Source: an optimization exercise on an open RTL-to-GDS flow (aim: small area, a short achievable clock period and few clock cycles per item). Production flows keep margins and buffers that such runs may drop.
Only simulation tests tie the RTL to the original design; equivalence was not proved.
No activity file was given, so power comes from the tool's default toggle rates.

==> inputs of 11-01 <==
## shift_add_multiplier
module shift_add_multiplier #(
    parameter integer WIDTH = 16
) (
    input wire clk,
    input wire reset_n,
    input wire tvalid_slave_1,
    input signed [WIDTH-1:0] tdata_slave_1,
    output wire tready_slave_1,
    input wire tvalid_slave_2,
    input signed [WIDTH-1:0] tdata_slave_2,
    output wire tready_slave_2,
    output reg tvalid_master,
    output reg signed [WIDTH-1:0] tdata_master,
    input wire tready_master
);
  localparam StateInput = 0;
  localparam StateSignCorrection = 1;
  localparam StateCalc = 2;
  localparam StateOutput = 3;
  reg signed [2*WIDTH:0] product;
  wire input_transaction_1;
  wire input_transaction_2;
  wire output_transaction;
  reg [2:0] state;
  reg received_1;
  reg received_2;
  reg signed [WIDTH-1:0] factor_a;
  reg signed [WIDTH-1:0] factor_b;
  reg [$clog2(WIDTH-1):0] counter;
  assign input_transaction_1 = tvalid_slave_1 & tready_slave_1;
  assign input_transaction_2 = tvalid_slave_2 & tready_slave_2;
  assign output_transaction = tvalid_master & tready_master;
  assign tready_slave_1 = !received_1 & reset_n;
  assign tready_slave_2 = !received_2 & reset_n;
  always @(posedge clk) begin
    case (state)
      StateInput: begin
        if ((input_transaction_1 | received_1) & (input_transaction_2 | received_2)) begin
          state <= StateSignCorrection;
        end
        if (input_transaction_1) begin
          received_1 <= 1;
          factor_a   <= tdata_slave_1;
        end
        if (input_transaction_2) begin
          received_2 <= 1;
          factor_b   <= tdata_slave_2;
        end
      end
      StateSignCorrection: begin
        state <= StateCalc;
        product[2*WIDTH:WIDTH] <= {factor_a[WIDTH-1], {(WIDTH) {1'b0}}};
        if (factor_a < 0) begin
          factor_a <= ~factor_a + 1;
          product[WIDTH-1:0] <= ~factor_b + 1;
        end else begin
          product[WIDTH-1:0] <= factor_b;
        end
      end
      StateCalc: begin
        if (product[0] == 1) begin
          if (counter == WIDTH) begin
            product <= ({product[2*WIDTH:WIDTH] - factor_a, product[WIDTH-1:0]}) >>> 1;
          end else begin
            product <= ({product[2*WIDTH:WIDTH] + factor_a, product[WIDTH-1:0]}) >>> 1;
          end
        end else begin
  ...
==> module shift_add_multiplier, before the edit <==
module shift_add_multiplier #(
    parameter integer WIDTH = 16
) (
    input wire clk,
    input wire reset_n,
    input wire tvalid_slave_1,
    input signed [WIDTH-1:0] tdata_slave_1,
    output wire tready_slave_1,
    input wire tvalid_slave_2,
    input signed [WIDTH-1:0] tdata_slave_2,
    output wire tready_slave_2,
    output reg tvalid_master,
    output reg signed [WIDTH-1:0] tdata_master,
    input wire tready_master
);
  localparam StateInput = 0;
  localparam StateSignCorrection = 1;
  localparam StateCalc = 2;
  localparam StateOutput = 3;
  reg signed [2*WIDTH:0] product;
  wire input_transaction_1;
  wire input_transaction_2;
  wire output_transaction;
  reg [2:0] state;
  reg received_1;
  reg received_2;
  reg signed [WIDTH-1:0] factor_a;
  reg signed [WIDTH-1:0] factor_b;
  reg [$clog2(WIDTH-1):0] counter;
  assign input_transaction_1 = tvalid_slave_1 & tready_slave_1;
  assign input_transaction_2 = tvalid_slave_2 & tready_slave_2;
  assign output_transaction = tvalid_master & tready_master;
  assign tready_slave_1 = !received_1 & reset_n;
  assign tready_slave_2 = !received_2 & reset_n;
  always @(posedge clk) begin
    case (state)
      StateInput: begin
        if ((input_transaction_1 | received_1) & (input_transaction_2 | received_2)) begin
          state <= StateSignCorrection;
        end
        if (input_transaction_1) begin
          received_1 <= 1;
          factor_a   <= tdata_slave_1;
        end
        if (input_transaction_2) begin
          received_2 <= 1;
          factor_b   <= tdata_slave_2;
        end
      end
      StateSignCorrection: begin
        state <= StateCalc;
        product[2*WIDTH:WIDTH] <= {factor_a[WIDTH-1], {(WIDTH) {1'b0}}};
        if (factor_a < 0) begin
          factor_a <= ~factor_a + 1;
          product[WIDTH-1:0] <= ~factor_b + 1;
        end else begin
          product[WIDTH-1:0] <= factor_b;
        end
      end
      StateCalc: begin
        if (product[0] == 1) begin
          if (counter == WIDTH) begin
            product <= ({product[2*WIDTH:WIDTH] - factor_a, product[WIDTH-1:0]}) >>> 1;
          end else begin
            product <= ({product[2*WIDTH:WIDTH] + factor_a, product[WIDTH-1:0]}) >>> 1;
          end
        end else begin
          product <= product >>> 1;
        end
        if (counter == WIDTH) begin
          state <= StateOutput;
          tvalid_master <= 1;
          tdata_master <= product[WIDTH-1:0];
          counter <= 0;
        end else begin
          counter <= counter + 1;
        end
      end
      StateOutput: begin
        if (output_transaction) begin
          state <= StateInput;
          tvalid_master <= 0;
          received_1 <= 0;
          received_2 <= 0;
        end
      end
      default: begin
      end
    endcase
    if (!reset_n) begin
      state <= StateInput;
      product <= 0;
      received_1 <= 0;
      received_2 <= 0;
      factor_a <= 0;
      factor_b <= 0;
      counter <= 0;
      tvalid_master <= 0;
      tdata_master <= 0;
    end
  end
endmodule
make LEC_CHECK=0 CAP_MARGIN=20 CORE_MARGIN=2 CORE_UTILIZATION=40 SLEW_MARGIN=20 finish   # period 5.0 ns
run.sh (not shown) runs the stock make flow with config.mk's settings and CLKGATE_MAP_FILE= SYNTH_SCRIPT=/design/flow/synth_recipe.tcl, a recipe that flattens the netlist after the stock synthesis.
==> 08-14 (differences from 11-01) <==
==> flow/design.v (replaced) <==
`default_nettype none `timescale 1ns / 1ns
module shift_add_multiplier #(
    parameter integer WIDTH = 16
) (
    input wire clk,
    input wire reset_n,
    input wire tvalid_slave_1,
    input signed [WIDTH-1:0] tdata_slave_1,
    output wire tready_slave_1,
    input wire tvalid_slave_2,
    input signed [WIDTH-1:0] tdata_slave_2,
    output wire tready_slave_2,
    output wire tvalid_master,
    output wire signed [WIDTH-1:0] tdata_master,
    input wire tready_master
);
  reg held_1;
  reg held_2;
  reg [WIDTH-1:0] factor_a;
  reg [WIDTH-1:0] factor_b;
  wire output_transaction = tvalid_master & tready_master;
  wire input_transaction_1 = tvalid_slave_1 & tready_slave_1;
  wire input_transaction_2 = tvalid_slave_2 & tready_slave_2;
  assign tvalid_master  = held_1 & held_2;
  assign tready_slave_1 = ~held_1 | output_transaction;
  assign tready_slave_2 = ~held_2 | output_transaction;
  assign tdata_master   = factor_a * factor_b;
  always @(posedge clk) begin
    if (input_transaction_1) factor_a <= tdata_slave_1;
    if (input_transaction_2) factor_b <= tdata_slave_2;
    if (!reset_n) begin
      held_1 <= 1'b0;
      held_2 <= 1'b0;
    end else begin
      if (input_transaction_1) held_1 <= 1'b1;
      else if (output_transaction) held_1 <= 1'b0;
      if (input_transaction_2) held_2 <= 1'b1;
      else if (output_transaction) held_2 <= 1'b0;
    end
  end
endmodule
==> run notes <==
- Summing all flip-flop and latch instances after layout gives 1000 um2.
- In the post-route analysis, the smallest setup slack over all paths is -1.22 ns.
- In this run the power spent charging and discharging nets is 2.12 mW.
- Timing would allow up to 161 MHz.
- The proportion of cell area spent on the clock network is 0.0201.
- The non-clock inverter count in the final layout is 115.
- Setup violations remaining at the end of the flow were counted as 9.
- The checks that failed: setup timing.
- The leading cell type in the layout, fill and taps excluded is sky130_fd_sc_hd__inv_1.
- The floorplan step set the die width to 116 um.
- The flow ran to the end, but the layout failed its checks.
- The total nets after synthesis is 680.
- The routed layout has 3645 vias.
- STA classifies the critical path startpoint as a flip-flop.
- The length of routed met3 wiring is 381 um.
- The utilization after layout is 0.562.
- The share of synthesized area in the top cell type comes to 0.319.
That was 08-14.
==> run notes <==
- The number of endpoints failing setup at the final stage is 0.
- The launching element type of the critical path is an input port.
- The run finished with no timing, DRC or antenna violations.
- The total nets after synthesis is 897.
- The startpoint identified for the worst register-to-register timing path is factor_a[1]$_SDFFE_PN0P_.
- Once layout is complete, the utilization of the core stands at 0.472.
- Of the post-synthesis cell area, the dominant cell type holds 0.293.
- The library cell used most frequently in the layout, excluding fill and tap cells, is sky130_fd_sc_hd__nand2_1.
- The detailed router placed 5706 vias in this run.
- Summed over all nets, wire length on met3 after detailed routing comes to 856 um.
- The floorplan step set the die width to 129 um.
- The proportion of cell area spent on the clock network is 0.0469.
- Setup slack on the critical path of the routed design comes to 1.99 ns.
- The analysis attributes to net switching a power of 1.36 mW.
That was 11-01.
Testbench counts of 11-01, summed over its fixed seeds: cycles 24,000, items 1,200.
Testbench counts of 08-14, summed over its fixed seeds: cycles 1,208, items 1,200.

[what the ideal ports hide]
In the flow no input, the clock included, has a driving cell. The finished layouts below were timed again as built, in two steps. Step 1 (the two cells are an assumption about what drives the block):
set clk [get_ports {clk}]
set_driving_cell -lib_cell sky130_fd_sc_hd__clkbuf_16 $clk
set_driving_cell -lib_cell sky130_fd_sc_hd__buf_2 [delete_from_list [all_inputs] $clk]
Step 2 adds t to the input delays and takes it off the output delays; t is the mean of the earliest and latest rising clock arrival at the registers after step 1. Input paths then give back, and output paths get back, about the clock's delay inside the block. a / b / c = no drivers / after step 1 / after step 2; a / b = the first two.
run	t (ns)	setup WS [ns]	hold slack, ns	worst slew at a driven data input, ns
11-01	0.376	1.989 / 1.962 / 1.710	0.454 / 0.454 / 0.454	0.04
08-14	0.301	-1.223 / -1.253 / -0.952	0.622 / 0.622 / 0.622	0.04
The setup slack of 11-01, which loses most, moves by -0.027 ns with the drivers and by -0.279 ns with both steps.
